From an optimization exercise on the open Yosys and OpenROAD flow, aimed at small area and a short achievable clock period; shortcuts taken in it are not production practice.
Function was checked by simulation only, so behaviour that the tests miss may differ from the original.
Power is estimated from default activity; no workload was simulated.

## flow/config.mk

```make
export PLATFORM = sky130hd
export DESIGN_NAME = SIMD
export DESIGN_NICKNAME = SIMD
export VERILOG_FILES = /design/flow/design.v
export SDC_FILE = /design/flow/constraint.sdc
export NUM_CORES = 4
export LEC_CHECK = 0
export CAP_MARGIN = 20
export CORE_MARGIN = 2
export CORE_UTILIZATION = 60
export CTS_CLUSTER_DIAMETER = 150
export CTS_CLUSTER_SIZE = 20
export SLEW_MARGIN = 20
```

## flow/constraint.sdc

```tcl
create_clock -name core_clock -period 10.0 [get_ports {clk}]
set_input_delay 2.0000 -clock core_clock [delete_from_list [all_inputs] [get_ports {clk}]]
set_output_delay 2.0000 -clock core_clock [all_outputs]
set_load 0.01 [all_outputs]
```

## flow/design.v

```verilog
module simd_addsub(
input  [15:0] a,
input  [15:0] b,
input  [1:0]  w,
input         sub,
output [15:0] s
);
wire [15:0] y = sub ? ~b : b;
wire p1 = (w != 2'd0);
wire p2 = (w == 2'd2);
wire [20:0] fx = {a[15:12], p1 | sub, a[11:8], p2 | sub, a[7:4], p1 | sub, a[3:0], sub};
wire [20:0] fy = {y[15:12], ~p1 & sub, y[11:8], ~p2 & sub, y[7:4], ~p1 & sub, y[3:0], sub};
wire [20:0] fs = fx + fy;
assign s = {fs[19:16], fs[14:11], fs[9:6], fs[4:1]};
endmodule
module simd_booth_enc(
  input  [15:0] b,
  input         m4, m8, m16,
  output [7:0]  one, two, neg
);
  wire nm4 = ~m4, nm8 = ~m8, nm16 = ~m16;
  assign one[0] = b[0];
  assign two[0] = b[1] & ~b[0];
  assign neg[0] = b[1];
  wire bm1 = b[1];
  assign one[1] = b[2] ^ bm1;
  assign two[1] = (b[3] & ~b[2] & ~bm1) | (~b[3] & b[2] & bm1);
  assign neg[1] = b[3];
  wire bm2 = (b[3] & nm4);
  assign one[2] = b[4] ^ bm2;
  assign two[2] = (b[5] & ~b[4] & ~bm2) | (~b[5] & b[4] & bm2);
  assign neg[2] = b[5];
  wire bm3 = b[5];
  assign one[3] = b[6] ^ bm3;
  assign two[3] = (b[7] & ~b[6] & ~bm3) | (~b[7] & b[6] & bm3);
  assign neg[3] = b[7];
  wire bm4 = (b[7] & m16);
  assign one[4] = b[8] ^ bm4;
  assign two[4] = (b[9] & ~b[8] & ~bm4) | (~b[9] & b[8] & bm4);
  assign neg[4] = b[9];
  wire bm5 = b[9];
  assign one[5] = b[10] ^ bm5;
  assign two[5] = (b[11] & ~b[10] & ~bm5) | (~b[11] & b[10] & bm5);
  assign neg[5] = b[11];
  wire bm6 = (b[11] & nm4);
  assign one[6] = b[12] ^ bm6;
  assign two[6] = (b[13] & ~b[12] & ~bm6) | (~b[13] & b[12] & bm6);
  assign neg[6] = b[13];
  wire bm7 = b[13];
  assign one[7] = b[14] ^ bm7;
  assign two[7] = (b[15] & ~b[14] & ~bm7) | (~b[15] & b[14] & bm7);
  assign neg[7] = b[15];
endmodule
module simd_mul(
  input  [15:0] a,
  input  [7:0]  one, two, neg,
  input  [31:0] x,
  input         en,
  input         m4, m8, m16,
  output [15:0] pl,
  output [15:0] hx, hy,
  output        hc
);
  wire nm4 = ~m4, nm8 = ~m8, nm16 = ~m16;
  wire t0 = (one[0] & a[0]) ^ neg[0];
  wire t1 = ((one[0] & a[1]) | (two[0] & a[0])) ^ neg[0];
  wire t2 = ((one[0] & a[2]) | (two[0] & a[1])) ^ neg[0];
  wire t3 = ((one[0] & a[3]) | (two[0] & a[2])) ^ neg[0];
  wire t4 = (m4 & (en & ~(((one[0] | two[0]) & a[3]) ^ neg[0]))) | (nm4 & (((one[0] & a[4]) | (two[0] & a[3])) ^ neg[0]));
  wire t5 = one[0] & nm4;
  wire t6 = two[0] & nm4;
  wire t7 = neg[0] & nm4;
  wire t8 = ((t5 & a[5]) | (t6 & a[4])) ^ t7;
  wire t9 = ((t5 & a[6]) | (t6 & a[5])) ^ t7;
  wire t10 = ((t5 & a[7]) | (t6 & a[6])) ^ t7;
  wire t11 = (m8 & (en & ~(((one[0] | two[0]) & a[7]) ^ neg[0]))) | (m16 & (((one[0] & a[8]) | (two[0] & a[7])) ^ neg[0]));
  wire t12 = one[0] & m16;
  wire t13 = two[0] & m16;
  wire t14 = neg[0] & m16;
  wire t15 = ((t12 & a[9]) | (t13 & a[8])) ^ t14;
  wire t16 = ((t12 & a[10]) | (t13 & a[9])) ^ t14;
  wire t17 = ((t12 & a[11]) | (t13 & a[10])) ^ t14;
  wire t18 = ((t12 & a[12]) | (t13 & a[11])) ^ t14;
  wire t19 = ((t12 & a[13]) | (t13 & a[12])) ^ t14;
  wire t20 = ((t12 & a[14]) | (t13 & a[13])) ^ t14;
  wire t21 = ((t12 & a[15]) | (t13 & a[14])) ^ t14;
  wire t22 = m16 & en & ~(((t12 | t13) & a[15]) ^ t14);
  wire t23 = (one[1] & a[0]) ^ neg[1];
  wire t24 = ((one[1] & a[1]) | (two[1] & a[0])) ^ neg[1];
  wire t25 = ((one[1] & a[2]) | (two[1] & a[1])) ^ neg[1];
  wire t26 = ((one[1] & a[3]) | (two[1] & a[2])) ^ neg[1];
  wire t27 = (m4 & (en & ~(((one[1] | two[1]) & a[3]) ^ neg[1]))) | (nm4 & (((one[1] & a[4]) | (two[1] & a[3])) ^ neg[1]));
  wire t28 = one[1] & nm4;
  wire t29 = two[1] & nm4;
  wire t30 = neg[1] & nm4;
  wire t31 = ((t28 & a[5]) | (t29 & a[4])) ^ t30;
  wire t32 = ((t28 & a[6]) | (t29 & a[5])) ^ t30;
  wire t33 = ((t28 & a[7]) | (t29 & a[6])) ^ t30;
  wire t34 = (m8 & (en & ~(((one[1] | two[1]) & a[7]) ^ neg[1]))) | (m16 & (((one[1] & a[8]) | (two[1] & a[7])) ^ neg[1]));
  wire t35 = one[1] & m16;
  wire t36 = two[1] & m16;
  wire t37 = neg[1] & m16;
  wire t38 = ((t35 & a[9]) | (t36 & a[8])) ^ t37;
  wire t39 = ((t35 & a[10]) | (t36 & a[9])) ^ t37;
  wire t40 = ((t35 & a[11]) | (t36 & a[10])) ^ t37;
  wire t41 = ((t35 & a[12]) | (t36 & a[11])) ^ t37;
  wire t42 = ((t35 & a[13]) | (t36 & a[12])) ^ t37;
  wire t43 = ((t35 & a[14]) | (t36 & a[13])) ^ t37;
  wire t44 = ((t35 & a[15]) | (t36 & a[14])) ^ t37;
  wire t45 = m16 & en & ~(((t35 | t36) & a[15]) ^ t37);
  wire t46 = one[2] & nm4;
  wire t47 = two[2] & nm4;
  wire t48 = neg[2] & nm4;
  wire t49 = (t46 & a[0]) ^ t48;
  wire t50 = ((t46 & a[1]) | (t47 & a[0])) ^ t48;
  wire t51 = ((t46 & a[2]) | (t47 & a[1])) ^ t48;
  wire t52 = ((t46 & a[3]) | (t47 & a[2])) ^ t48;
  wire t53 = (m4 & ((one[2] & a[4]) ^ neg[2])) | (nm4 & (((one[2] & a[4]) | (two[2] & a[3])) ^ neg[2]));
  wire t54 = ((one[2] & a[5]) | (two[2] & a[4])) ^ neg[2];
  wire t55 = ((one[2] & a[6]) | (two[2] & a[5])) ^ neg[2];
  wire t56 = ((one[2] & a[7]) | (two[2] & a[6])) ^ neg[2];
  wire t57 = (nm16 & (en & ~(((one[2] | two[2]) & a[7]) ^ neg[2]))) | (m16 & (((one[2] & a[8]) | (two[2] & a[7])) ^ neg[2]));
  wire t58 = one[2] & m16;
  wire t59 = two[2] & m16;
  wire t60 = neg[2] & m16;
  wire t61 = ((t58 & a[9]) | (t59 & a[8])) ^ t60;
  wire t62 = ((t58 & a[10]) | (t59 & a[9])) ^ t60;
  wire t63 = ((t58 & a[11]) | (t59 & a[10])) ^ t60;
  wire t64 = ((t58 & a[12]) | (t59 & a[11])) ^ t60;
  wire t65 = ((t58 & a[13]) | (t59 & a[12])) ^ t60;
  wire t66 = ((t58 & a[14]) | (t59 & a[13])) ^ t60;
  wire t67 = ((t58 & a[15]) | (t59 & a[14])) ^ t60;
  wire t68 = m16 & en & ~(((t58 | t59) & a[15]) ^ t60);
  wire t69 = one[3] & nm4;
  wire t70 = two[3] & nm4;
  wire t71 = neg[3] & nm4;
  wire t72 = (t69 & a[0]) ^ t71;
  wire t73 = ((t69 & a[1]) | (t70 & a[0])) ^ t71;
  wire t74 = ((t69 & a[2]) | (t70 & a[1])) ^ t71;
  wire t75 = ((t69 & a[3]) | (t70 & a[2])) ^ t71;
  wire t76 = (m4 & ((one[3] & a[4]) ^ neg[3])) | (nm4 & (((one[3] & a[4]) | (two[3] & a[3])) ^ neg[3]));
  wire t77 = ((one[3] & a[5]) | (two[3] & a[4])) ^ neg[3];
  wire t78 = ((one[3] & a[6]) | (two[3] & a[5])) ^ neg[3];
  wire t79 = ((one[3] & a[7]) | (two[3] & a[6])) ^ neg[3];
  wire t80 = (nm16 & (en & ~(((one[3] | two[3]) & a[7]) ^ neg[3]))) | (m16 & (((one[3] & a[8]) | (two[3] & a[7])) ^ neg[3]));
  wire t81 = one[3] & m16;
  wire t82 = two[3] & m16;
  wire t83 = neg[3] & m16;
  wire t84 = ((t81 & a[9]) | (t82 & a[8])) ^ t83;
  wire t85 = ((t81 & a[10]) | (t82 & a[9])) ^ t83;
  wire t86 = ((t81 & a[11]) | (t82 & a[10])) ^ t83;
  wire t87 = ((t81 & a[12]) | (t82 & a[11])) ^ t83;
  wire t88 = ((t81 & a[13]) | (t82 & a[12])) ^ t83;
  wire t89 = ((t81 & a[14]) | (t82 & a[13])) ^ t83;
  wire t90 = ((t81 & a[15]) | (t82 & a[14])) ^ t83;
  wire t91 = m16 & en & ~(((t81 | t82) & a[15]) ^ t83);
  wire t92 = one[4] & m16;
  wire t93 = two[4] & m16;
  wire t94 = neg[4] & m16;
  wire t95 = (t92 & a[0]) ^ t94;
  wire t96 = ((t92 & a[1]) | (t93 & a[0])) ^ t94;
  wire t97 = ((t92 & a[2]) | (t93 & a[1])) ^ t94;
  wire t98 = ((t92 & a[3]) | (t93 & a[2])) ^ t94;
  wire t99 = ((t92 & a[4]) | (t93 & a[3])) ^ t94;
  wire t100 = ((t92 & a[5]) | (t93 & a[4])) ^ t94;
  wire t101 = ((t92 & a[6]) | (t93 & a[5])) ^ t94;
  wire t102 = ((t92 & a[7]) | (t93 & a[6])) ^ t94;
  wire t103 = (nm16 & ((one[4] & a[8]) ^ neg[4])) | (m16 & (((one[4] & a[8]) | (two[4] & a[7])) ^ neg[4]));
  wire t104 = ((one[4] & a[9]) | (two[4] & a[8])) ^ neg[4];
  wire t105 = ((one[4] & a[10]) | (two[4] & a[9])) ^ neg[4];
  wire t106 = ((one[4] & a[11]) | (two[4] & a[10])) ^ neg[4];
  wire t107 = (m4 & (en & ~(((one[4] | two[4]) & a[11]) ^ neg[4]))) | (nm4 & (((one[4] & a[12]) | (two[4] & a[11])) ^ neg[4]));
  wire t108 = one[4] & nm4;
  wire t109 = two[4] & nm4;
  wire t110 = neg[4] & nm4;
  wire t111 = ((t108 & a[13]) | (t109 & a[12])) ^ t110;
  wire t112 = ((t108 & a[14]) | (t109 & a[13])) ^ t110;
  wire t113 = ((t108 & a[15]) | (t109 & a[14])) ^ t110;
  wire t114 = nm4 & en & ~(((t108 | t109) & a[15]) ^ t110);
  wire t115 = one[5] & m16;
  wire t116 = two[5] & m16;
  wire t117 = neg[5] & m16;
  wire t118 = (t115 & a[0]) ^ t117;
  wire t119 = ((t115 & a[1]) | (t116 & a[0])) ^ t117;
  wire t120 = ((t115 & a[2]) | (t116 & a[1])) ^ t117;
  wire t121 = ((t115 & a[3]) | (t116 & a[2])) ^ t117;
  wire t122 = ((t115 & a[4]) | (t116 & a[3])) ^ t117;
  wire t123 = ((t115 & a[5]) | (t116 & a[4])) ^ t117;
  wire t124 = ((t115 & a[6]) | (t116 & a[5])) ^ t117;
  wire t125 = ((t115 & a[7]) | (t116 & a[6])) ^ t117;
  wire t126 = (nm16 & ((one[5] & a[8]) ^ neg[5])) | (m16 & (((one[5] & a[8]) | (two[5] & a[7])) ^ neg[5]));
  wire t127 = ((one[5] & a[9]) | (two[5] & a[8])) ^ neg[5];
  wire t128 = ((one[5] & a[10]) | (two[5] & a[9])) ^ neg[5];
  wire t129 = ((one[5] & a[11]) | (two[5] & a[10])) ^ neg[5];
  wire t130 = (m4 & (en & ~(((one[5] | two[5]) & a[11]) ^ neg[5]))) | (nm4 & (((one[5] & a[12]) | (two[5] & a[11])) ^ neg[5]));
  wire t131 = one[5] & nm4;
  wire t132 = two[5] & nm4;
  wire t133 = neg[5] & nm4;
  wire t134 = ((t131 & a[13]) | (t132 & a[12])) ^ t133;
  wire t135 = ((t131 & a[14]) | (t132 & a[13])) ^ t133;
  wire t136 = ((t131 & a[15]) | (t132 & a[14])) ^ t133;
  wire t137 = nm4 & en & ~(((t131 | t132) & a[15]) ^ t133);
  wire t138 = one[6] & m16;
  wire t139 = two[6] & m16;
  wire t140 = neg[6] & m16;
  wire t141 = (t138 & a[0]) ^ t140;
  wire t142 = ((t138 & a[1]) | (t139 & a[0])) ^ t140;
  wire t143 = ((t138 & a[2]) | (t139 & a[1])) ^ t140;
  wire t144 = ((t138 & a[3]) | (t139 & a[2])) ^ t140;
  wire t145 = ((t138 & a[4]) | (t139 & a[3])) ^ t140;
  wire t146 = ((t138 & a[5]) | (t139 & a[4])) ^ t140;
  wire t147 = ((t138 & a[6]) | (t139 & a[5])) ^ t140;
  wire t148 = ((t138 & a[7]) | (t139 & a[6])) ^ t140;
  wire t149 = (m8 & ((one[6] & a[8]) ^ neg[6])) | (m16 & (((one[6] & a[8]) | (two[6] & a[7])) ^ neg[6]));
  wire t150 = one[6] & nm4;
  wire t151 = two[6] & nm4;
  wire t152 = neg[6] & nm4;
  wire t153 = ((t150 & a[9]) | (t151 & a[8])) ^ t152;
  wire t154 = ((t150 & a[10]) | (t151 & a[9])) ^ t152;
  wire t155 = ((t150 & a[11]) | (t151 & a[10])) ^ t152;
  wire t156 = (m4 & ((one[6] & a[12]) ^ neg[6])) | (nm4 & (((one[6] & a[12]) | (two[6] & a[11])) ^ neg[6]));
  wire t157 = ((one[6] & a[13]) | (two[6] & a[12])) ^ neg[6];
  wire t158 = ((one[6] & a[14]) | (two[6] & a[13])) ^ neg[6];
  wire t159 = ((one[6] & a[15]) | (two[6] & a[14])) ^ neg[6];
  wire t160 = en & ~(((one[6] | two[6]) & a[15]) ^ neg[6]);
  wire t161 = one[7] & m16;
  wire t162 = two[7] & m16;
  wire t163 = neg[7] & m16;
  wire t164 = (t161 & a[0]) ^ t163;
  wire t165 = ((t161 & a[1]) | (t162 & a[0])) ^ t163;
  wire t166 = ((t161 & a[2]) | (t162 & a[1])) ^ t163;
  wire t167 = ((t161 & a[3]) | (t162 & a[2])) ^ t163;
  wire t168 = ((t161 & a[4]) | (t162 & a[3])) ^ t163;
  wire t169 = ((t161 & a[5]) | (t162 & a[4])) ^ t163;
  wire t170 = ((t161 & a[6]) | (t162 & a[5])) ^ t163;
  wire t171 = ((t161 & a[7]) | (t162 & a[6])) ^ t163;
  wire t172 = (m8 & ((one[7] & a[8]) ^ neg[7])) | (m16 & (((one[7] & a[8]) | (two[7] & a[7])) ^ neg[7]));
  wire t173 = one[7] & nm4;
  wire t174 = two[7] & nm4;
  wire t175 = neg[7] & nm4;
  wire t176 = ((t173 & a[9]) | (t174 & a[8])) ^ t175;
  wire t177 = ((t173 & a[10]) | (t174 & a[9])) ^ t175;
  wire t178 = ((t173 & a[11]) | (t174 & a[10])) ^ t175;
  wire t179 = (m4 & ((one[7] & a[12]) ^ neg[7])) | (nm4 & (((one[7] & a[12]) | (two[7] & a[11])) ^ neg[7]));
  wire t180 = ((one[7] & a[13]) | (two[7] & a[12])) ^ neg[7];
  wire t181 = ((one[7] & a[14]) | (two[7] & a[13])) ^ neg[7];
  wire t182 = ((one[7] & a[15]) | (two[7] & a[14])) ^ neg[7];
  wire t183 = en & ~(((one[7] | two[7]) & a[15]) ^ neg[7]);
  wire t184 = (m4 & neg[0]) | (m8 & neg[0]) | (m16 & neg[0]);
  wire t185 = (m4 & neg[1]) | (m8 & neg[1]) | (m16 & neg[1]);
  wire t186 = (m8 & neg[2]) | (m16 & neg[2]);
  wire t187 = (m8 & neg[3]) | (m16 & neg[3]);
  wire t188 = (m4 & neg[2]) | (m16 & neg[4]);
  wire t189 = (m4 & neg[3]) | (m16 & neg[5]);
  wire t190 = (m16 & neg[6]);
  wire t191 = (m16 & neg[7]);
  wire t192 = (m4 & neg[4]) | (m8 & neg[4]);
  wire t193 = (m4 & neg[5]) | (m8 & neg[5]);
  wire t194 = (m8 & neg[6]);
  wire t195 = (m8 & neg[7]);
  wire t196 = (m4 & neg[6]);
  wire t197 = (m4 & neg[7]);
  wire t198 = x[0] ^ t184;
  wire t199 = x[0] & t184;
  wire t200 = x[1] ^ t1;
  wire t201 = x[1] & t1;
  wire fs202, fc202;
  assign {fc202, fs202} = {1'b0, x[2]} + {1'b0, t185} + {1'b0, t2};
  wire t203 = t23 ^ t201;
  wire t204 = t23 & t201;
  wire fs205, fc205;
  assign {fc205, fs205} = {1'b0, x[3]} + {1'b0, t3} + {1'b0, t24};
  wire t206 = fc202 ^ t204;
  wire t207 = fc202 & t204;
  wire fs208, fc208;
  assign {fc208, fs208} = {1'b0, x[4]} + {1'b0, t186} + {1'b0, t25};
  wire fs209, fc209;
  assign {fc209, fs209} = {1'b0, t49} + {1'b0, t4} + {1'b0, fc205};
  wire t210 = fs208 ^ t207;
  wire t211 = fs208 & t207;
  wire fs212, fc212;
  assign {fc212, fs212} = {1'b0, x[5]} + {1'b0, t8} + {1'b0, t26};
  wire fs213, fc213;
  assign {fc213, fs213} = {1'b0, t50} + {1'b0, fc208} + {1'b0, fs212};
  wire t214 = fc209 ^ t211;
  wire t215 = fc209 & t211;
  wire fs216, fc216;
  assign {fc216, fs216} = {1'b0, x[6]} + {1'b0, t187} + {1'b0, t9};
  wire fs217, fc217;
  assign {fc217, fs217} = {1'b0, t51} + {1'b0, t72} + {1'b0, t27};
  wire fs218, fc218;
  assign {fc218, fs218} = {1'b0, fc212} + {1'b0, fs216} + {1'b0, fs217};
  wire t219 = fc213 ^ t215;
  wire t220 = fc213 & t215;
  wire fs221, fc221;
  assign {fc221, fs221} = {1'b0, x[7]} + {1'b0, t10} + {1'b0, t31};
  wire t222 = fc221 & nm4;
  wire fs223, fc223;
  assign {fc223, fs223} = {1'b0, t52} + {1'b0, t73} + {1'b0, fc216};
  wire t224 = fc223 & nm4;
  wire fs225, fc225;
  assign {fc225, fs225} = {1'b0, fs221} + {1'b0, fc217} + {1'b0, fs223};
  wire t226 = fc225 & nm4;
  wire t227 = fc218 ^ t220;
  wire t228 = fc218 & t220;
  wire t229 = t228 & nm4;
  wire fs230, fc230;
  assign {fc230, fs230} = {1'b0, x[8]} + {1'b0, t188} + {1'b0, t32};
  wire fs231, fc231;
  assign {fc231, fs231} = {1'b0, t74} + {1'b0, t95} + {1'b0, t11};
  wire fs232, fc232;
  assign {fc232, fs232} = {1'b0, t53} + {1'b0, fs230} + {1'b0, t222};
  wire fs233, fc233;
  assign {fc233, fs233} = {1'b0, fs231} + {1'b0, t224} + {1'b0, fs232};
  wire t234 = t226 ^ fs233;
  wire t235 = t226 & fs233;
  wire fs236, fc236;
  assign {fc236, fs236} = {1'b0, x[9]} + {1'b0, t15} + {1'b0, t33};
  wire fs237, fc237;
  assign {fc237, fs237} = {1'b0, t54} + {1'b0, t75} + {1'b0, t96};
  wire fs238, fc238;
  assign {fc238, fs238} = {1'b0, fc230} + {1'b0, fs236} + {1'b0, fs237};
  wire fs239, fc239;
  assign {fc239, fs239} = {1'b0, fc231} + {1'b0, fs238} + {1'b0, fc232};
  wire t240 = fc233 ^ fs239;
  wire t241 = fc233 & fs239;
  wire fs242, fc242;
  assign {fc242, fs242} = {1'b0, x[10]} + {1'b0, t189} + {1'b0, t16};
  wire fs243, fc243;
  assign {fc243, fs243} = {1'b0, t55} + {1'b0, t97} + {1'b0, t118};
  wire fs244, fc244;
  assign {fc244, fs244} = {1'b0, t34} + {1'b0, t76} + {1'b0, fc236};
  wire fs245, fc245;
  assign {fc245, fs245} = {1'b0, fc237} + {1'b0, fs242} + {1'b0, fs243};
  wire fs246, fc246;
  assign {fc246, fs246} = {1'b0, fc238} + {1'b0, fs244} + {1'b0, fs245};
  wire t247 = fs246 ^ fc239;
  wire t248 = fs246 & fc239;
  wire fs249, fc249;
  assign {fc249, fs249} = {1'b0, x[11]} + {1'b0, t17} + {1'b0, t38};
  wire fs250, fc250;
  assign {fc250, fs250} = {1'b0, t56} + {1'b0, t77} + {1'b0, t98};
  wire fs251, fc251;
  assign {fc251, fs251} = {1'b0, t119} + {1'b0, fc242} + {1'b0, fc243};
  wire fs252, fc252;
  assign {fc252, fs252} = {1'b0, fs249} + {1'b0, fs250} + {1'b0, fc244};
  wire fs253, fc253;
  assign {fc253, fs253} = {1'b0, fc245} + {1'b0, fs251} + {1'b0, fc246};
  wire t254 = fs252 ^ t248;
  wire t255 = fs252 & t248;
  wire fs256, fc256;
  assign {fc256, fs256} = {1'b0, x[12]} + {1'b0, t190} + {1'b0, t18};
  wire fs257, fc257;
  assign {fc257, fs257} = {1'b0, t39} + {1'b0, t78} + {1'b0, t99};
  wire fs258, fc258;
  assign {fc258, fs258} = {1'b0, t120} + {1'b0, t141} + {1'b0, t57};
  wire fs259, fc259;
  assign {fc259, fs259} = {1'b0, fc249} + {1'b0, fc250} + {1'b0, fs256};
  wire fs260, fc260;
  assign {fc260, fs260} = {1'b0, fs257} + {1'b0, fs258} + {1'b0, fc251};
  wire fs261, fc261;
  assign {fc261, fs261} = {1'b0, fs259} + {1'b0, fc252} + {1'b0, fs260};
  wire t262 = fc253 ^ fs261;
  wire t263 = fc253 & fs261;
  wire fs264, fc264;
  assign {fc264, fs264} = {1'b0, x[13]} + {1'b0, t19} + {1'b0, t40};
  wire fs265, fc265;
  assign {fc265, fs265} = {1'b0, t61} + {1'b0, t79} + {1'b0, t100};
  wire fs266, fc266;
  assign {fc266, fs266} = {1'b0, t121} + {1'b0, t142} + {1'b0, fc256};
  wire fs267, fc267;
  assign {fc267, fs267} = {1'b0, fc257} + {1'b0, fs264} + {1'b0, fs265};
  wire fs268, fc268;
  assign {fc268, fs268} = {1'b0, fc258} + {1'b0, fc259} + {1'b0, fs266};
  wire fs269, fc269;
  assign {fc269, fs269} = {1'b0, fs267} + {1'b0, fc260} + {1'b0, fs268};
  wire t270 = fc261 ^ fs269;
  wire t271 = fc261 & fs269;
  wire fs272, fc272;
  assign {fc272, fs272} = {1'b0, x[14]} + {1'b0, t191} + {1'b0, t20};
  wire fs273, fc273;
  assign {fc273, fs273} = {1'b0, t41} + {1'b0, t62} + {1'b0, t101};
  wire fs274, fc274;
  assign {fc274, fs274} = {1'b0, t122} + {1'b0, t143} + {1'b0, t164};
  wire fs275, fc275;
  assign {fc275, fs275} = {1'b0, t80} + {1'b0, fc264} + {1'b0, fc265};
  wire fs276, fc276;
  assign {fc276, fs276} = {1'b0, fs272} + {1'b0, fs273} + {1'b0, fs274};
  wire fs277, fc277;
  assign {fc277, fs277} = {1'b0, fc266} + {1'b0, fc267} + {1'b0, fs275};
  wire fs278, fc278;
  assign {fc278, fs278} = {1'b0, fs276} + {1'b0, fc268} + {1'b0, fs277};
  wire t279 = fc269 ^ fs278;
  wire t280 = fc269 & fs278;
  wire fs281, fc281;
  assign {fc281, fs281} = {1'b0, x[15]} + {1'b0, t21} + {1'b0, t42};
  wire t282 = fc281 & m16;
  wire fs283, fc283;
  assign {fc283, fs283} = {1'b0, t63} + {1'b0, t84} + {1'b0, t102};
  wire t284 = fc283 & m16;
  wire fs285, fc285;
  assign {fc285, fs285} = {1'b0, t123} + {1'b0, t144} + {1'b0, t165};
  wire t286 = fc285 & m16;
  wire fs287, fc287;
  assign {fc287, fs287} = {1'b0, fc272} + {1'b0, fc273} + {1'b0, fc274};
  wire t288 = fc287 & m16;
  wire fs289, fc289;
  assign {fc289, fs289} = {1'b0, fs281} + {1'b0, fs283} + {1'b0, fs285};
  wire t290 = fc289 & m16;
  wire fs291, fc291;
  assign {fc291, fs291} = {1'b0, fc275} + {1'b0, fc276} + {1'b0, fs287};
  wire t292 = fc291 & m16;
  wire fs293, fc293;
  assign {fc293, fs293} = {1'b0, fs289} + {1'b0, fc277} + {1'b0, fs291};
  wire t294 = fc293 & m16;
  wire t295 = fc278 ^ fs293;
  wire t296 = fc278 & fs293;
  wire t297 = t296 & m16;
  wire fs298, fc298;
  assign {fc298, fs298} = {1'b0, x[16]} + {1'b0, t192} + {1'b0, t22};
  wire fs299, fc299;
  assign {fc299, fs299} = {1'b0, t43} + {1'b0, t64} + {1'b0, t85};
  wire fs300, fc300;
  assign {fc300, fs300} = {1'b0, t124} + {1'b0, t145} + {1'b0, t166};
  wire fs301, fc301;
  assign {fc301, fs301} = {1'b0, t103} + {1'b0, fs298} + {1'b0, fs299};
  wire fs302, fc302;
  assign {fc302, fs302} = {1'b0, fs300} + {1'b0, t282} + {1'b0, t284};
  wire fs303, fc303;
  assign {fc303, fs303} = {1'b0, t286} + {1'b0, fs301} + {1'b0, t288};
  wire fs304, fc304;
  assign {fc304, fs304} = {1'b0, t290} + {1'b0, fs302} + {1'b0, t292};
  wire fs305, fc305;
  assign {fc305, fs305} = {1'b0, fs303} + {1'b0, t294} + {1'b0, fs304};
  wire fs306, fc306;
  assign {fc306, fs306} = {1'b0, x[17]} + {1'b0, t44} + {1'b0, t65};
  wire fs307, fc307;
  assign {fc307, fs307} = {1'b0, t86} + {1'b0, t104} + {1'b0, t125};
  wire fs308, fc308;
  assign {fc308, fs308} = {1'b0, t146} + {1'b0, t167} + {1'b0, fc298};
  wire fs309, fc309;
  assign {fc309, fs309} = {1'b0, fc299} + {1'b0, fc300} + {1'b0, fs306};
  wire fs310, fc310;
  assign {fc310, fs310} = {1'b0, fs307} + {1'b0, fc301} + {1'b0, fs308};
  wire fs311, fc311;
  assign {fc311, fs311} = {1'b0, fs309} + {1'b0, fc302} + {1'b0, fs310};
  wire fs312, fc312;
  assign {fc312, fs312} = {1'b0, fc303} + {1'b0, fs311} + {1'b0, fc304};
  wire fs313, fc313;
  assign {fc313, fs313} = {1'b0, x[18]} + {1'b0, t193} + {1'b0, t45};
  wire fs314, fc314;
  assign {fc314, fs314} = {1'b0, t66} + {1'b0, t87} + {1'b0, t105};
  wire fs315, fc315;
  assign {fc315, fs315} = {1'b0, t147} + {1'b0, t168} + {1'b0, t126};
  wire fs316, fc316;
  assign {fc316, fs316} = {1'b0, fc306} + {1'b0, fc307} + {1'b0, fs313};
  wire fs317, fc317;
  assign {fc317, fs317} = {1'b0, fs314} + {1'b0, fs315} + {1'b0, fc308};
  wire fs318, fc318;
  assign {fc318, fs318} = {1'b0, fc309} + {1'b0, fs316} + {1'b0, fc310};
  wire fs319, fc319;
  assign {fc319, fs319} = {1'b0, fs317} + {1'b0, fc311} + {1'b0, fs318};
  wire fs320, fc320;
  assign {fc320, fs320} = {1'b0, x[19]} + {1'b0, t67} + {1'b0, t88};
  wire fs321, fc321;
  assign {fc321, fs321} = {1'b0, t106} + {1'b0, t127} + {1'b0, t148};
  wire fs322, fc322;
  assign {fc322, fs322} = {1'b0, t169} + {1'b0, fc313} + {1'b0, fc314};
  wire fs323, fc323;
  assign {fc323, fs323} = {1'b0, fs320} + {1'b0, fs321} + {1'b0, fc315};
  wire fs324, fc324;
  assign {fc324, fs324} = {1'b0, fc316} + {1'b0, fs322} + {1'b0, fs323};
  wire fs325, fc325;
  assign {fc325, fs325} = {1'b0, fc317} + {1'b0, fs324} + {1'b0, fc318};
  wire fs326, fc326;
  assign {fc326, fs326} = {1'b0, x[20]} + {1'b0, t194} + {1'b0, t68};
  wire fs327, fc327;
  assign {fc327, fs327} = {1'b0, t89} + {1'b0, t128} + {1'b0, t170};
  wire fs328, fc328;
  assign {fc328, fs328} = {1'b0, t107} + {1'b0, t149} + {1'b0, fc320};
  wire fs329, fc329;
  assign {fc329, fs329} = {1'b0, fc321} + {1'b0, fs326} + {1'b0, fs327};
  wire fs330, fc330;
  assign {fc330, fs330} = {1'b0, fc322} + {1'b0, fs328} + {1'b0, fs329};
  wire fs331, fc331;
  assign {fc331, fs331} = {1'b0, fc323} + {1'b0, fs330} + {1'b0, fc324};
  wire fs332, fc332;
  assign {fc332, fs332} = {1'b0, x[21]} + {1'b0, t90} + {1'b0, t111};
  wire fs333, fc333;
  assign {fc333, fs333} = {1'b0, t129} + {1'b0, t153} + {1'b0, t171};
  wire fs334, fc334;
  assign {fc334, fs334} = {1'b0, fc326} + {1'b0, fc327} + {1'b0, fs332};
  wire fs335, fc335;
  assign {fc335, fs335} = {1'b0, fs333} + {1'b0, fc328} + {1'b0, fc329};
  wire fs336, fc336;
  assign {fc336, fs336} = {1'b0, fs334} + {1'b0, fc330} + {1'b0, fs335};
  wire fs337, fc337;
  assign {fc337, fs337} = {1'b0, x[22]} + {1'b0, t195} + {1'b0, t91};
  wire fs338, fc338;
  assign {fc338, fs338} = {1'b0, t112} + {1'b0, t154} + {1'b0, t130};
  wire fs339, fc339;
  assign {fc339, fs339} = {1'b0, t172} + {1'b0, fc332} + {1'b0, fc333};
  wire fs340, fc340;
  assign {fc340, fs340} = {1'b0, fs337} + {1'b0, fs338} + {1'b0, fc334};
  wire fs341, fc341;
  assign {fc341, fs341} = {1'b0, fs339} + {1'b0, fc335} + {1'b0, fs340};
  wire fs342, fc342;
  assign {fc342, fs342} = {1'b0, x[23]} + {1'b0, t113} + {1'b0, t134};
  wire t343 = fc342 & nm4;
  wire fs344, fc344;
  assign {fc344, fs344} = {1'b0, t155} + {1'b0, t176} + {1'b0, fc337};
  wire t345 = fc344 & nm4;
  wire fs346, fc346;
  assign {fc346, fs346} = {1'b0, fs342} + {1'b0, fc338} + {1'b0, fc339};
  wire t347 = fc346 & nm4;
  wire fs348, fc348;
  assign {fc348, fs348} = {1'b0, fs344} + {1'b0, fc340} + {1'b0, fs346};
  wire t349 = fc348 & nm4;
  wire fs350, fc350;
  assign {fc350, fs350} = {1'b0, x[24]} + {1'b0, t196} + {1'b0, t114};
  wire fs351, fc351;
  assign {fc351, fs351} = {1'b0, t135} + {1'b0, t177} + {1'b0, t156};
  wire fs352, fc352;
  assign {fc352, fs352} = {1'b0, fs350} + {1'b0, t343} + {1'b0, fs351};
  wire fs353, fc353;
  assign {fc353, fs353} = {1'b0, t345} + {1'b0, fs352} + {1'b0, t347};
  wire fs354, fc354;
  assign {fc354, fs354} = {1'b0, x[25]} + {1'b0, t136} + {1'b0, t157};
  wire fs355, fc355;
  assign {fc355, fs355} = {1'b0, t178} + {1'b0, fc350} + {1'b0, fs354};
  wire fs356, fc356;
  assign {fc356, fs356} = {1'b0, fc351} + {1'b0, fs355} + {1'b0, fc352};
  wire fs357, fc357;
  assign {fc357, fs357} = {1'b0, x[26]} + {1'b0, t197} + {1'b0, t137};
  wire fs358, fc358;
  assign {fc358, fs358} = {1'b0, t158} + {1'b0, t179} + {1'b0, fc354};
  wire fs359, fc359;
  assign {fc359, fs359} = {1'b0, fs357} + {1'b0, fc355} + {1'b0, fs358};
  wire fs360, fc360;
  assign {fc360, fs360} = {1'b0, x[27]} + {1'b0, t159} + {1'b0, t180};
  wire fs361, fc361;
  assign {fc361, fs361} = {1'b0, fc357} + {1'b0, fs360} + {1'b0, fc358};
  wire fs362, fc362;
  assign {fc362, fs362} = {1'b0, x[28]} + {1'b0, t160} + {1'b0, t181};
  wire t363 = fc360 ^ fs362;
  wire t364 = fc360 & fs362;
  wire fs365, fc365;
  assign {fc365, fs365} = {1'b0, x[29]} + {1'b0, t182} + {1'b0, fc362};
  wire t366 = x[30] ^ t183;
  wire t367 = x[30] & t183;
  wire [17:0] fx = {1'b0, t280, t271, t263, t255, fs253, t241, t235, t229, nm4, fs225, fs218, fs213, fs209, fs205, fs202, t199, t0};
  wire [17:0] fy = {1'b0, t295, t279, t270, t262, t254, t247, t240, t234, 1'b0, t227, t219, t214, t210, t206, t203, t200, t198};
  wire [17:0] fs = fx + fy;
  assign pl = {fs[16:9], fs[7:0]};
  assign hc = fs[17] & m16;
  assign hx = {x[31], fc365, t364, fc361, fc359, fc356, fc353, t349, fc341, fc336, fc331, fc325, fc319, fc312, fc305, t297};
  assign hy = {t367, t366, fs365, t363, fs361, fs359, fs356, fs353, fs348, fs341, fs336, fs331, fs325, fs319, fs312, fs305};
endmodule
module simd_shift(
input  [15:0] d,
input  [1:0]  w,
input         right,
input         arith,
output [15:0] q
);
wire s4 = (w == 2'd0);
wire s16 = (w == 2'd2);
wire [15:0] tops = {1'b1, 3'b0, s4, 3'b0, ~s16, 3'b0, s4, 3'b0};
wire [15:0] bots = {3'b0, s4, 3'b0, ~s16, 3'b0, s4, 3'b0, 1'b1};
wire [15:0] rsh = ({1'b0, d[15:1]} & ~tops) | (d & tops & {16{arith}});
wire [15:0] lsh = {d[14:0], 1'b0} & ~bots;
assign q = right ? rsh : lsh;
endmodule
module SIMD(
input [11:0] instruction,
input clk,
input rst,
output [31:0] outputvalue
);
reg  [11:0] cmd;             
reg  rst_d;                  
reg  [255:0] rf;             
reg  [15:0] ra;              
reg  [7:0]  e_one, e_two, e_neg;    
reg  [31:0] e_x;             
reg  e_mul, e_m4, e_m8, e_m16;
reg  [3:0] e_dst;
reg  [15:0] res_l, out_l, out_h;
reg  [15:0] w_hx, w_hy;      
reg  w_hc, w_k24;            
wire [3:0] op = cmd[11:8];
wire [1:0] w  = cmd[7:6];
wire [1:0] fc = cmd[5:4];
wire [1:0] fb = cmd[3:2];
wire [1:0] fa = cmd[1:0];
wire is_logic = (op[3:2] == 2'b10);
wire nop = rst | rst_d;
wire mul = ~nop & (op[3:1] == 3'd1);
reg  [15:0] sel_a;
reg  [3:0]  sel_w, sel_b, sel_c;
wire [11:0] ins = instruction;
wire [3:0] ins_a = (ins[11:10] == 2'b10) ? {ins[3:2], ins[1:0]} : {ins[7:6], ins[1:0]};
always @(posedge clk) begin
  sel_a <= 16'd1 << ins_a;
  sel_w <= 4'd1 << ins[7:6];
  sel_b <= 4'd1 << ins[3:2];
  sel_c <= 4'd1 << ins[5:4];
end
reg [15:0] rd_a, rd_b, rd_c;
reg [15:0] bank [0:3];
integer r, k;
always @* begin
  rd_a = 16'd0;
  for (r = 0; r < 16; r = r + 1)
    rd_a = rd_a | ({16{sel_a[r]}} & rf[16*r +: 16]);
  for (k = 0; k < 4; k = k + 1) begin
    bank[k] = 16'd0;
    for (r = 0; r < 4; r = r + 1)
      bank[k] = bank[k] | ({16{sel_w[r]}} & rf[16*(4*r+k) +: 16]);
  end
  rd_b = 16'd0;
  rd_c = 16'd0;
  for (k = 0; k < 4; k = k + 1) begin
    rd_b = rd_b | ({16{sel_b[k]}} & bank[k]);
    rd_c = rd_c | ({16{sel_c[k]}} & bank[k]);
  end
end
wire [15:0] as_out;
simd_addsub as(.a(rd_a), .b(rd_b), .w(w), .sub(op == 4'd1), .s(as_out));
wire [15:0] sh_out;
simd_shift sh(.d(rd_a), .w(w), .right(fb[0]), .arith(op == 4'd6), .q(sh_out));
wire [15:0] pre = ({16{~nop & (op[3:1] == 3'd0)}} & as_out)
                | ({16{~nop & ((op == 4'd4) | (op == 4'd6))}} & sh_out)
                | ({16{~nop & (op == 4'd8)}}  & (rd_a & rd_c))
                | ({16{~nop & (op == 4'd9)}}  & (rd_a | rd_c))
                | ({16{~nop & (op == 4'd10)}} & (rd_a ^ rd_c))
                | ({16{~nop & (op == 4'd11)}} & ~rd_a);
wire m4 = (w == 2'd0), m8 = (w == 2'd1), m16 = w[1];
wire [7:0] one, two, neg;
simd_booth_enc be(.b(rd_b), .m4(m4), .m8(m8), .m16(m16), .one(one), .two(two), .neg(neg));
wire [3:0] par4 = {^rd_b[15:12], ^rd_b[11:8], ^rd_b[7:4], ^rd_b[3:0]};
wire [1:0] par8 = {par4[3] ^ par4[2], par4[1] ^ par4[0]};
wire par16 = par8[1] ^ par8[0];
wire [3:0] q;
assign q[0] = ~(rd_a[3] & par4[0]);
assign q[1] = m4 ? ~(rd_a[7] & par4[1]) : ~(rd_a[7] & par8[0]);
assign q[2] = ~(rd_a[11] & par4[2]);
assign q[3] = m4 ? ~(rd_a[15] & par4[3]) : m8 ? ~(rd_a[15] & par8[1]) : ~(rd_a[15] & par16);
wire [15:0] c = (op == 4'd3) ? rd_c : 16'd0;
wire [31:0] x4 = {q[3], 1'b0, 1'b1, ~c[15], c[15:12], q[2], 1'b0, 1'b1, ~c[11], c[11:8],
                  q[1], 1'b0, 1'b1, ~c[7],  c[7:4],   q[0], 1'b0, 1'b1, ~c[3],  c[3:0]};
wire [31:0] x8 = {q[3], 1'b0, 1'b1, 1'b0, 1'b1, 1'b0, 1'b1, ~c[15], c[15:8],
                  q[1], 1'b0, 1'b1, 1'b0, 1'b1, 1'b0, 1'b1, ~c[7],  c[7:0]};
wire [31:0] x16 = {q[3], 1'b0, 1'b1, 1'b0, 1'b1, 1'b0, 1'b1, 1'b0, 1'b1, 1'b0, 1'b1,
                   1'b0, 1'b1, 1'b0, 1'b1, ~c[15], c[15:0]};
wire [31:0] x = ~mul ? {16'd0, pre} : m4 ? x4 : m8 ? x8 : x16;
always @(posedge clk) begin
  ra <= rd_a;
  e_one <= one & {8{mul}};
  e_two <= two & {8{mul}};
  e_neg <= neg & {8{mul}};
  e_x <= x;
  e_mul <= mul;
  e_m4 <= m4;
  e_m8 <= m8;
  e_m16 <= m16;
  e_dst <= nop ? 4'd0 : {w, fc};
  rst_d <= rst;
  cmd <= instruction;
end
wire [15:0] res, hx, hy;
wire hc;
simd_mul mu(.a(ra), .one(e_one), .two(e_two), .neg(e_neg), .x(e_x), .en(e_mul),
            .m4(e_m4), .m8(e_m8), .m16(e_m16), .pl(res), .hx(hx), .hy(hy), .hc(hc));
wire [17:0] hs = {w_hx[15:8], w_k24, w_hx[7:0], w_hc} + {w_hy[15:8], 1'b0, w_hy[7:0], w_hc};
wire [15:0] wd0 = res & ~{16{rst}};
wire [15:0] wd1 = res | {16{rst}};
integer i;
always @(posedge clk) begin
  res_l <= res;
  w_hx <= hx;
  w_hy <= hy;
  w_hc <= hc;
  w_k24 <= ~e_m4;
  out_l <= res_l;
  out_h <= {hs[17:10], hs[8:1]};
  for (i = 0; i < 16; i = i + 1)
    if (rst | (e_dst == i))
      rf[16*i +: 16] <= (wd1 & rf_init(i)) | (wd0 & ~rf_init(i));
end
function [15:0] rf_init(input integer r);
  case (r)
    1:  rf_init = 16'b0001_1000_1000_0100;
    2:  rf_init = 16'b1110_0110_0110_1100;
    4:  rf_init = 16'b0010_0111_0100_1100;
    5:  rf_init = 16'b1101_1000_1000_0101;
    8:  rf_init = 16'b0001_0110_0100_1010;
    9:  rf_init = 16'b1111_1010_1010_0100;
    13: rf_init = 16'b0001_1000_1000_0100;
    default: rf_init = 16'b0;
  endcase
endfunction
assign outputvalue = {out_h, out_l};
endmodule
```

## flow/flow/run.sh

```bash
#!/bin/bash
set -euo pipefail
bash standard.sh SETUP_SLACK_MARGIN=6.0 finish > make_finish.log 2>&1
```

## flow/standard.sh

```bash
#!/bin/bash
# synth_recipe.tcl (not shown) runs the flow's synth.tcl, then flattens the netlist and writes it again
# the make line also repeats each setting of config.mk as NAME=value (left out here)
make -C /OpenROAD-flow-scripts/flow DESIGN_CONFIG=/design/flow/config.mk WORK_HOME=/design/flow/orfs CLKGATE_MAP_FILE= SYNTH_SCRIPT=/design/flow/synth_recipe.tcl "${@:-finish}"
```

==> qor.yml, run 1 <==
outcome: "timing/DRC/antenna clean"
timing.slew.headroom_pct: 20.1
cts_buffer_depth: 3
synth_warnings: 2
grt_use_met1_pct: 54.2
route.detailed.drc: 0
place_congestion: 0.948
async_reset_ff_share_pct: 0
setup_viol: 0
cp_slowest_stage_delay_ns: 0.53
critPathMostFrequentCell: "fa_1"
synthFlopType: "edfxtp_1"
insertion_delay_ns: 0.60
p_leak_nw: 11.3
fin_crit_sh_pct: 47.9
arrival_ns: 5.15
yosys-top-cells-area: "edfxtp_1, dfxtp_1, a22oi_1, fa_1, ha_1"
ys_types: 76
htreeDepth: 1
postRouteWirelength_um: 92700
cap_viol_max_count: 0
synth_cells: 2547
root_buffer: "clkbuf_16"
busiest_layer: "met2"
path_buf_inv: 2
seqCellArea_sq_um: 11800
via_count: 21800
fill_cells: 3401
max-vdd-ir-drop_uv: 184
die_x_um: 215
hp-class: "flip-flop to flip-flop"
start_util_pct: 60.6
clock.fmax_mhz: 209
drive_above_1_share_pct: 15.2
syn-mean-instance-area_sq_um: 10.5
grt_overflow: 0
area_growth_pct: 13.1
grt_util_met3_pct: 11.5
yosys.area.top_type: "edfxtp_1"
rows: 77
synth_nets: 2791
crit_family: "adder cells"
setup_tns_ns: 0
cts_tree: "yes"
hold_viol_final: 0
die-area_sq_um: 46300
antenna_found_initial: 8
cts_buffers: 26
grtUsageTotal_pct: 39.3
cpMaxStageDelayCell: "fa_1"
port_buffers: 45
grt_pass1_wl_um: 135000
path_class: "flip-flop to flip-flop"
synth_top_area_share_pct: 28.7
start_kind: "flip-flop"
grt_pass1_vias: 20800
synthTopCellsByCount: "a22oi_1, edfxtp_1, nand2_1, dfxtp_1, clkbuf_1"
nets: 2804
core_sq_um: 44100
grt_max_degree: 69
tightest_slew_ns: 1.20
io_pins: 46
slew_viol_final: 0
cp_max_fo: 6
rsz0062_at_grt: "true"
fp.dieH_um: 215
worst_clock_skew_ns: 0.0173
viasPerCell: 6.88
ys_seq_area_share_pct: 43.6
post-dp-hpwl_um: 60700
cts_sinks: 454
synth_area_sq_um: 26700
synth_edf_count: 256
critPathRequiredTime_ns: 10.36
post-route-min-period_ns: 4.79
firstDrtPassIters: 6
cts_hold_buffers: 0
fin_hold_ws_ns: 0.331
pwr_density_cell_nw_per_um2: 150
cts.clk_slew.worst_paths_ns: 0.09
met2_usage_pct: 56.9
cp-end-kind: "flip-flop"
antenna_left: 0
routedWlPerCell_um: 29.2
ys_ff_latch: 454
multi_input_area_sq_um: 14600
synth.most_common_cell: "a22oi_1"
drtIter0Drc: 3511
path_cells: "a22oi_2 > xor2_1 > nor2_1 > fa_1 > inv_2 > fa_1 > fa_1 > inv_2 > ha_4 > ha_4 > a21o_1 > a21o_1 > or3_4 > a21oi_4 > o41ai_2 > a21oi_2 > xnor2_4 > or2_4"
[what timing repair did]
item	CTS	global route
gates resized for setup	131	92
gates cloned	3	3
pin swaps	27	45
endpoints found under the setup margin	209	201
setup buffers	44	28
[area by class of cell]
cell class	instances	area share [%]
Clock inverter	2	0.0827
Timing Repair inverter	1	0.0165
Timing Repair Buffer	184	5.78
Multi-Input combinational cell	1718	48.2
Tap cell	592	2.45
Sequential cell	454	38.8
Clock buffer	42	2.35
Inverter	175	2.23
Antenna cell	7	0.0579
[placed cells by master, fill, tap and decap left out, types with 19 or more instances in the layout]
cell / n
ha_1: 88
nand2_1: 216
a22oi_1: 301
dfxtp_1: 165
fa_2: 20
buf_4: 107
nor2_1: 114
a221oi_1: 55
inv_1: 159
a22oi_2: 34
o21ai_0: 56
nor2b_1: 29
nand3_1: 23
xnor2_1: 135
dfxtp_4: 24
clkdlybuf4s50_1: 44
mux2i_1: 28
clkbuf_16: 27
edfxtp_1: 256
a22o_1: 55
fa_1: 100
and2_1: 20
nor3_1: 19
xor2_1: 54
a21oi_1: 61
[sequential cells by signal (all words and copies together), names as in the netlist, 8 cells and up]
register / flops
e_x: 31
e_neg: 8
rf: 256
ra: 16
e_one: 8
w_hx: 16
out_l: 16
cmd: 9
w_hy: 15
sel_a: 16
e_two: 8
out_h: 16
res_l: 16
[final timing paths]
kind              cells after the start  slack, ns                to             start
setup / recovery                     18       5.21  rf[94]$_DFFE_PP_  e_one[0]$_DFF_P_
hold / removal                        0       0.33  out_l[3]$_DFF_P_  res_l[3]$_DFF_P_
setup reg to reg                     18       5.21  rf[94]$_DFFE_PP_  e_one[0]$_DFF_P_
hold reg to reg                       0       0.33  out_l[3]$_DFF_P_  res_l[3]$_DFF_P_
[where the power goes]
group / switching (mW) / internal, mW
clock: 0.624 / 0.490
combinational: 0.704 / 0.408
sequential: 0.149 / 2.17
[logic make-up after synthesis]
kind of cell / synth area share [%]
flops: 43.6
buf+inv: 5.39
mux: 1.09
simple gates: 9.39
xor+xnor: 6.55
fa+ha+maj: 14.1
compound gates: 19.9
[per-stage QoR]
stage	std cells	cell area [sq um]	worst slack [ns]	power, mW	util, %
6_report	3175	30300	5.21	4.54	68.6
2_1_floorplan	2547	27300	5.38	2.93	-
3_3_place_gp	3045	27900	4.44	3.28	63.3
3_5_place_dp	3045	27900	4.37	3.30	63.3
5_1_grt	3175	30300	5.07	4.69	68.6
4_1_cts	3136	29500	5.28	4.46	67.0
[routing by layer]
metal / wire length (um) / share of wire [%]
met5: 39 / 0.042
met4: 5810 / 6.3
met3: 13300 / 14
met2: 38600 / 42
met1: 35000 / 38
==> run 2, diff against run 1 <==
==> flow/flow/run.sh (replaced) <==
#!/bin/bash
set -euo pipefail
bash standard.sh SETUP_SLACK_MARGIN=5.5 finish > make_finish.log 2>&1
--- a/flow/config.mk
+++ b/flow/config.mk
@@ -7,7 +7,7 @@
 export LEC_CHECK = 0
 export CAP_MARGIN = 20
 export CORE_MARGIN = 2
-export CORE_UTILIZATION = 60
+export CORE_UTILIZATION = 70
 export CTS_CLUSTER_DIAMETER = 150
 export CTS_CLUSTER_SIZE = 20
 export SLEW_MARGIN = 20
==> run 2 against run 1 <==
Compared with the run above: still clean on timing, DRC and antenna; critical path depth fell by 1; clock power is essentially flat; non-clock buffer count down 39; die area down 14%; final cell count is 3.9% lower; sequential share of layout area increased by 1.2 points; setup slack got worse by 0.033 ns; sequential power is essentially flat; first-iteration DRC count up 26%; global-route usage grew 5.8 points; utilization is 9.3 points higher; critical path type unchanged; critical endpoint is now rf[222]$_DFFE_PP_; highest routed layer unchanged.
==> qor.yml, run 2 <==
r2r_cells: 17  # was 18
start_util_pct: 71.0  # was 60.6%
path_class: "flip-flop to flip-flop"  # unchanged
viasPerCell: 7.26  # was 6.88
start_kind: "flip-flop"  # unchanged
cp_max_fo: 20  # was 6
critPathRequiredTime_ns: 10.40  # was 10.36 ns
timing.slew.headroom_pct: 17.9  # was 20.1%
stdcell_count: 3051  # was 3175
setup_ws_ns: 5.17  # was 5.21 ns
max-vdd-ir-drop_uv: 207  # was 184 uV
crit_end: "rf[222]$_DFFE_PP_"  # was rf[94]$_DFFE_PP_
cts_buffer_depth: 3  # unchanged
route.detailed.drc: 0  # unchanged
clock.fmax_mhz: 207  # was 209 MHz
ys_ff_latch: 454  # unchanged
ys_types: 76  # unchanged
routedWlPerCell_um: 29.4  # was 29.2 um
fill_cells: 2460  # was 3401
fin_crit_sh_pct: 48.3  # was 47.9%
htreeDepth: 1  # unchanged
place_congestion: 0.993  # was 0.948
synthFlopType: "edfxtp_1"  # unchanged
die_x_um: 199  # was 215 um
setup_tns_ns: 0  # unchanged
synth_top_area_share_pct: 28.7  # unchanged
post-route-util_pct: 77.9  # was 68.6%
p_total_mw: 4.49  # was 4.54 mW
synthTopCellsByCount: "a22oi_1, edfxtp_1, nand2_1, dfxtp_1, clkbuf_1"  # unchanged
antenna_left: 0  # unchanged
area_growth_pct: 9.70  # was 13.1%
tightest_slew_ns: 1.23  # was 1.20 ns
synth_area_sq_um: 26700  # unchanged
multi_input_area_sq_um: 14200  # was 14600 sq um
place_ws_ns: 4.39  # was 4.37 ns
firstDrtPassIters: 8  # was 6
rsz0062_at_grt: "true"  # unchanged
r2r-end: "rf[222]$_DFFE_PP_"  # was rf[94]$_DFFE_PP_
rows: 71  # was 77
grt_pass1_vias: 20800  # about the same
seqCellArea_sq_um: 11800  # about the same
reg2reg_from: "e_neg[4]$_DFF_P_"  # was e_one[0]$_DFF_P_
hold_viol_final: 0  # unchanged
nets: 2765  # was 2804
postRouteWirelength_um: 89700  # was 92700 um
layout_commonest_cell: "a22oi_1"  # unchanged
post-dp-hpwl_um: 58900  # was 60700 um
regMostFlops: "rf"  # unchanged
grt_max_degree: 65  # was 69
drtIter0Drc: 4435  # was 3511
async_reset_ff_share_pct: 0  # unchanged
arrival_ns: 5.23  # was 5.15 ns
ys_seq_area_share_pct: 43.6  # unchanged
syn-mean-instance-area_sq_um: 10.5  # unchanged
grt_pass1_wl_um: 130000  # was 135000 um
core_sq_um: 37700  # was 44100 sq um
synth.most_common_cell: "a22oi_1"  # unchanged
largest_reg_flops: 256  # unchanged
worst_clock_skew_ns: 0.0435  # was 0.0173 ns
port_buffers: 45  # unchanged
io_pins: 46  # unchanged
outcome: "timing/DRC/antenna clean"  # unchanged
grt_overflow: 0  # unchanged
synth_nets: 2791  # unchanged
grtUsageTotal_pct: 45.1  # was 39.3%
synth_warnings: 2  # unchanged
pwr_density_cell_nw_per_um2: 153  # was 150 nW/um^2
top_regs: "rf x256, e_x x31"  # unchanged
final_cell_mix: "a22oi_1, edfxtp_1, nand2_1"  # unchanged
cts_buffers: 26  # unchanged
synth_edf_count: 256  # unchanged
antenna_found_initial: 3  # was 8
insertion_delay_ns: 0.62  # was 0.60 ns
hp-class: "flip-flop to flip-flop"  # unchanged
cap_viol_max_count: 0  # unchanged
setup_viol: 0  # unchanged
drive_above_1_share_pct: 11.1  # was 15.2%
cp-startpoint: "e_neg[4]$_DFF_P_"  # was e_one[0]$_DFF_P_
root_buffer: "clkbuf_16"  # unchanged
slew_viol_final: 0  # unchanged
fp.dieH_um: 199  # was 215 um
dp.cells: 2956  # was 3045
post-route-min-period_ns: 4.83  # was 4.79 ns
cts.clk_slew.worst_paths_ns: 0.08  # was 0.09 ns
cts_sinks: 454  # unchanged
cp-end-kind: "flip-flop"  # unchanged
via_count: 22200  # was 21800
p_leak_nw: 11.1  # was 11.3 nW
r2r_slack_ns: 5.17  # was 5.21 ns
yosys-top-cells-area: "edfxtp_1, dfxtp_1, a22oi_1, fa_1, ha_1"  # unchanged
die-area_sq_um: 39800  # was 46300 sq um
yosys.area.top_type: "edfxtp_1"  # unchanged
cts_tree: "yes"  # unchanged
synth_cells: 2547  # unchanged
run 2: cell count changes in the layout (fill, tap and decap cells not counted), moves of 6 or more:
cell and delta:
inv_2 -7, inv_1 +8, a22oi_2 -12, buf_4 -32
buf_8 -8, xnor2_1 +6, ha_1 +10, a22oi_1 +12
xnor2_2 -6, ha_4 -7, fa_2 -9, fa_1 +9
run 2: how the worst min path moves through the flow:
stage                            end  cells after the start        startpoint
finish              out_l[1]$_DFF_P_                      0  res_l[1]$_DFF_P_
global route        out_l[1]$_DFF_P_                      0  res_l[1]$_DFF_P_
CTS                 out_l[1]$_DFF_P_                      0  res_l[1]$_DFF_P_
detailed placement  out_l[1]$_DFF_P_                      0  res_l[1]$_DFF_P_
global placement    out_l[5]$_DFF_P_                      0  res_l[5]$_DFF_P_
floorplan           out_l[0]$_DFF_P_                      0  res_l[0]$_DFF_P_
run 2: cells by family (layout without fill, tap and decap cells):
family | Yosys count | in the layout | share of synthesized area [%]
AOI/OAI and AO/OA | 715 | 715 | 19.9
DFF | 454 | 454 | 43.6
other | 0 | 3 | 0
muxes | 29 | 29 | 1.09
buffers and inverters | 379 | 365 | 5.39
xor gates and xnor gates | 200 | 200 | 6.55
and+or+nand+nor | 540 | 544 | 9.39
adders and majority gates | 230 | 230 | 14.1
run 2: where the power goes:
group	switching, mW	internal (mW)
Clock	0.622	0.490
Sequential	0.158	2.17
Combinational	0.682	0.371
Total	1.46	3.03
run 2: critical path, stage by stage (launching register included):
cell and delay (ns):
dfxtp_1 0.33, buf_6 0.27, xnor2_1 0.16, nand2_1 0.09, fa_1 0.57, fa_1 0.43, fa_1 0.51, inv_2 0.05
ha_4 0.26, ha_4 0.19, a21o_1 0.18, a21o_1 0.19, or3_1 0.33, a21oi_2 0.15, o41ai_2 0.09, a21oi_2 0.28
xnor2_4 0.21, nor2b_4 0.31
run 2: final cells by class:
cell class,count,share of cell area [%]
clock inverters,2,0.0853
repair buffers,145,4.65
diodes,3,0.0256
repair inverters,1,0.0171
flip-flops and latches,454,40.0
clock buffers,42,2.42
multi-input cells,1718,48.3
inverters,175,2.26
well taps,511,2.18
run 2: stage by stage:
step	hold slack [ns]	cell area [sq um]
4_1_cts	0.331	29100
3_3_place_gp	0.310	27700
2_1_floorplan	0.310	27200
6_report	0.331	29300
3_5_place_dp	0.312	27700
5_1_grt	0.333	29300
run 2: what timing repair did:
| action | in CTS | in global routing |
|---|---|---|
| hold buffers | 0 | 0 |
| pin swaps | 31 | 13 |
| resized for setup | 109 | 20 |
| setup endpoints to repair | 149 | 144 |
| setup buffers | 26 | 13 |
| cloned | 5 | 2 |
run 2: layer usage:
metal,part of all wire [%],GRT usage (%)
met1,34,59.5
met2,41,63.9
met3,17,16.6
met4,7.4,26.6
met5,0.080,0
==> run 3, diff against run 2 <==
--- a/flow/config.mk
+++ b/flow/config.mk
@@ -7,7 +7,7 @@
 export LEC_CHECK = 0
 export CAP_MARGIN = 20
 export CORE_MARGIN = 2
-export CORE_UTILIZATION = 70
+export CORE_UTILIZATION = 60
 export CTS_CLUSTER_DIAMETER = 150
 export CTS_CLUSTER_SIZE = 20
 export SLEW_MARGIN = 20
==> run 3 against run 2 <==
Compared with the run above: largest cell class unchanged; final cell count grew 3.3%; register-to-register slack better by 0.04 ns; highest routed layer unchanged; clock power about the same; hold slack gained 0.0037 ns; die area up 16%; largest power group unchanged; utilization is 11 points lower.
==> qor.yml, run 3 <==
outcome: "timing/DRC/antenna clean"  # unchanged
worstHoldStart: "res_l[2]$_DFF_P_"  # was res_l[1]$_DFF_P_
min_to: "out_l[2]$_DFF_P_"  # was out_l[1]$_DFF_P_
final_cell_mix: "a22oi_1, edfxtp_1, nand2_1"  # unchanged
critPathRequiredTime_ns: 10.35  # was 10.40 ns
cts_tree: "yes"  # unchanged
timing.slew.headroom_pct: 23.0  # was 17.9%
p_leak_nw: 11.2  # was 11.1 nW
setup_viol: 0  # unchanged
drive_above_1_share_pct: 11.8  # was 11.1%
via_count: 21900  # was 22200
drtIter0Drc: 3573  # was 4435
syn-mean-instance-area_sq_um: 10.5  # unchanged
synth_edf_count: 256  # unchanged
hold_viol_final: 0  # unchanged
port_buffers: 45  # unchanged
hp-class: "flip-flop to flip-flop"  # unchanged
die_x_um: 215  # was 199 um
yosys-top-cells-area: "edfxtp_1, dfxtp_1, a22oi_1, fa_1, ha_1"  # unchanged
met2_usage_pct: 58.2  # was 63.9%
worst_clock_skew_ns: 0.0460  # was 0.0435 ns
root_buffer: "clkbuf_16"  # unchanged
async_reset_ff_share_pct: 0  # unchanged
routedWlPerCell_um: 29.5  # was 29.4 um
synth_warnings: 2  # unchanged
ys_ff_latch: 454  # unchanged
regMostFlops: "rf"  # unchanged
p_total_mw: 4.49  # about the same
ys_types: 76  # unchanged
antenna_left: 0  # unchanged
synthFlopType: "edfxtp_1"  # unchanged
core_sq_um: 44100  # was 37700 sq um
grt_max_degree: 65  # unchanged
post-route-min-period_ns: 4.79  # was 4.83 ns
start_util_pct: 60.6  # was 71.0%
pwr_density_cell_nw_per_um2: 151  # was 153 nW/um^2
grt_util_met3_pct: 8.49  # was 16.6%
max-vdd-ir-drop_uv: 191  # was 207 uV
slew_viol_final: 0  # unchanged
yosys.area.top_type: "edfxtp_1"  # unchanged
cts_sinks: 454  # unchanged
route.detailed.drc: 0  # unchanged
area_growth_pct: 10.9  # was 9.70%
insertion_delay_ns: 0.62  # about the same
synthTopCellsByCount: "a22oi_1, edfxtp_1, nand2_1, dfxtp_1, clkbuf_1"  # unchanged
grt_pass1_wl_um: 136000  # was 130000 um
grt_pass1_vias: 20900  # was 20800
synth_cells: 2547  # unchanged
post-dp-hpwl_um: 61800  # was 58900 um
clock.fmax_mhz: 209  # was 207 MHz
busiest_layer: "met2"  # unchanged
reg2reg_from: "e_one[1]$_DFF_P_"  # was e_neg[4]$_DFF_P_
rsz0062_at_grt: "true"  # unchanged
htreeDepth: 1  # unchanged
worstHoldPathCells: 0  # unchanged
io_pins: 46  # unchanged
fin_crit_sh_pct: 47.9  # was 48.3%
synth_top_area_share_pct: 28.7  # unchanged
path_class: "flip-flop to flip-flop"  # unchanged
synth.most_common_cell: "a22oi_1"  # unchanged
cts.clk_slew.worst_paths_ns: 0.09  # was 0.08 ns
synth_nets: 2791  # unchanged
setup_tns_ns: 0  # unchanged
cap_viol_max_count: 0  # unchanged
top_regs: "rf x256, e_x x31"  # unchanged
fp.dieH_um: 215  # was 199 um
postRouteWirelength_um: 92900  # was 89700 um
cts_buffers: 26  # unchanged
grt_use_met1_pct: 55.9  # was 59.5%
layout_commonest_cell: "a22oi_1"  # unchanged
cts_buffer_depth: 3  # unchanged
cp_max_fo: 11  # was 20
ys_seq_area_share_pct: 43.6  # unchanged
firstDrtPassIters: 6  # was 8
start_kind: "flip-flop"  # unchanged
rows: 77  # was 71
arrival_ns: 5.13  # was 5.23 ns
nets: 2785  # was 2765
place_congestion: 0.948  # was 0.993
tightest_slew_ns: 1.16  # was 1.23 ns
viasPerCell: 6.95  # was 7.26
cts_hold_buffers: 0  # unchanged
grtUsageTotal_pct: 39.5  # was 45.1%
grt_overflow: 0  # unchanged
r2r-end: "rf[46]$_DFFE_PP_"  # was rf[222]$_DFFE_PP_
die-area_sq_um: 46300  # was 39800 sq um
fill_cells: 3471  # was 2460
r2r_slack_ns: 5.21  # was 5.17 ns
antenna_found_initial: 3  # unchanged
synth_area_sq_um: 26700  # unchanged
cp-end-kind: "flip-flop"  # unchanged
r2r_cells: 19  # was 17
largest_reg_flops: 256  # unchanged
==> run 3: cell counts after synthesis <==
No cell type changed its count.
==> run 3: worst max-delay path by stage <==
stage,startpoint,to,depth (start not counted)
final,e_one[1]$_DFF_P_,rf[46]$_DFFE_PP_,19
after global routing,e_one[4]$_DFF_P_,rf[46]$_DFFE_PP_,19
after CTS,e_one[4]$_DFF_P_,rf[46]$_DFFE_PP_,19
after detailed placement,e_m16$_DFF_P_,rf[238]$_DFFE_PP_,16
after global placement,e_m16$_DFF_P_,rf[174]$_DFFE_PP_,18
after floorplan,e_two[0]$_DFF_P_,rf[158]$_DFFE_PP_,20
==> run 3: worst max-delay path, cell delays in order, from the launching register on <==
cell and delay, ns:
dfxtp_4 0.41, a22oi_1 0.22, xor2_1 0.17, nor2_1 0.07
fa_1 0.51, inv_1 0.06, fa_1 0.48, fa_1 0.50
inv_2 0.05, ha_4 0.26, ha_4 0.19, a21o_1 0.17
a21o_1 0.18, or3_1 0.33, a21oi_2 0.15, o41ai_2 0.11
a21oi_1 0.15, buf_4 0.17, xnor2_4 0.11, or2_4 0.25
==> run 3: power breakdown <==
group	internal, mW	switching, mW	total [mW]
combinational	0.372	0.677	1.05
clock	0.492	0.619	1.11
sequential	2.17	0.160	2.33
total	3.03	1.46	4.49
==> run 3: per-layer routing <==
metal / vias up / part of all wire (%)
met5: - / 0.034
met4: 4 / 6.2
met3: 363 / 14
met2: 1732 / 42
met1: 10600 / 38
li1: 9197 / -
==> run 3: kinds of logic (layout without fill, tap and decap cells) <==
| kind of cell | count (synthesis) | in the layout | synth area share (%) |
|---|---|---|---|
| other | 0 | 2 | 0 |
| buffers and inverters | 379 | 387 | 5.39 |
| adders and majority gates | 230 | 230 | 14.1 |
| DFF | 454 | 454 | 43.6 |
| muxes | 29 | 29 | 1.09 |
| and+or+nand+nor | 540 | 543 | 9.39 |
| xor gates and xnor gates | 200 | 200 | 6.55 |
| AOI/OAI and AO/OA | 715 | 715 | 19.9 |
==> run 3: area by class of cell <==
type                       count  area [sq um]  area share [%]
multi-input combinational   1717         14100            47.7
sequential                   454         11700            39.6
timing repair buffer         166          1600            5.41
tap                          592           741            2.50
clock buffer                  43           714            2.41
inverter                     175           668            2.25
clock inverter                 2          25.0          0.0844
timing repair inverter         1          5.00          0.0169
antenna                        2          5.00          0.0169
==> run 3: timing repair <==
item | in CTS | in global routing
setup endpoints to repair | 168 | 145
cloned | 6 | 0
gates resized for setup | 112 | 30
pin swaps | 20 | 14
setup buffers | 34 | 20
==> run 3: stage by stage <==
stage	hold WS [ns]	instances	instance area (sq um)	worst slack (ns)	util, %
floorplan	0.310	2547	27200	5.38	-
global placement	0.310	3043	27800	4.50	63.1
detailed placement	0.313	3044	27800	4.40	63.1
CTS	0.332	3129	29300	5.32	66.5
global route	0.341	3150	29600	5.09	67.2
finish	0.334	3152	29600	5.21	67.2

-- afterwards: timing with drivers on the ports --
The results above use ideal ports. As a check the final layouts listed here were re-extracted and re-timed, cells and wires unchanged. Step 1 assumes that a clkbuf_16 drives the clock port and a buf_2 every other input. Step 2 moves the port delays by t, midway between the first and last clock arrival at a register: inputs arrive t later, outputs are due t later. That takes back most of the time a late clock gives input paths. Slacks: no drivers / after step 1 / after step 2; pairs: no drivers / after step 1.
run	shift t [ns]	slack for setup (ns)	hold WS [ns]
run 1	0.653	5.207 / 5.207 / 5.207	0.331 / 0.331 / 0.331
run 2	0.650	5.174 / 5.174 / 4.641	0.331 / 0.331 / 0.331
run 3	0.659	5.214 / 5.214 / 4.856	0.334 / 0.334 / 0.334
After both steps every run listed still meets setup and hold. For run 2, which loses most, drivers alone change the setup slack by 0.000 ns; drivers and shift together by -0.533 ns.
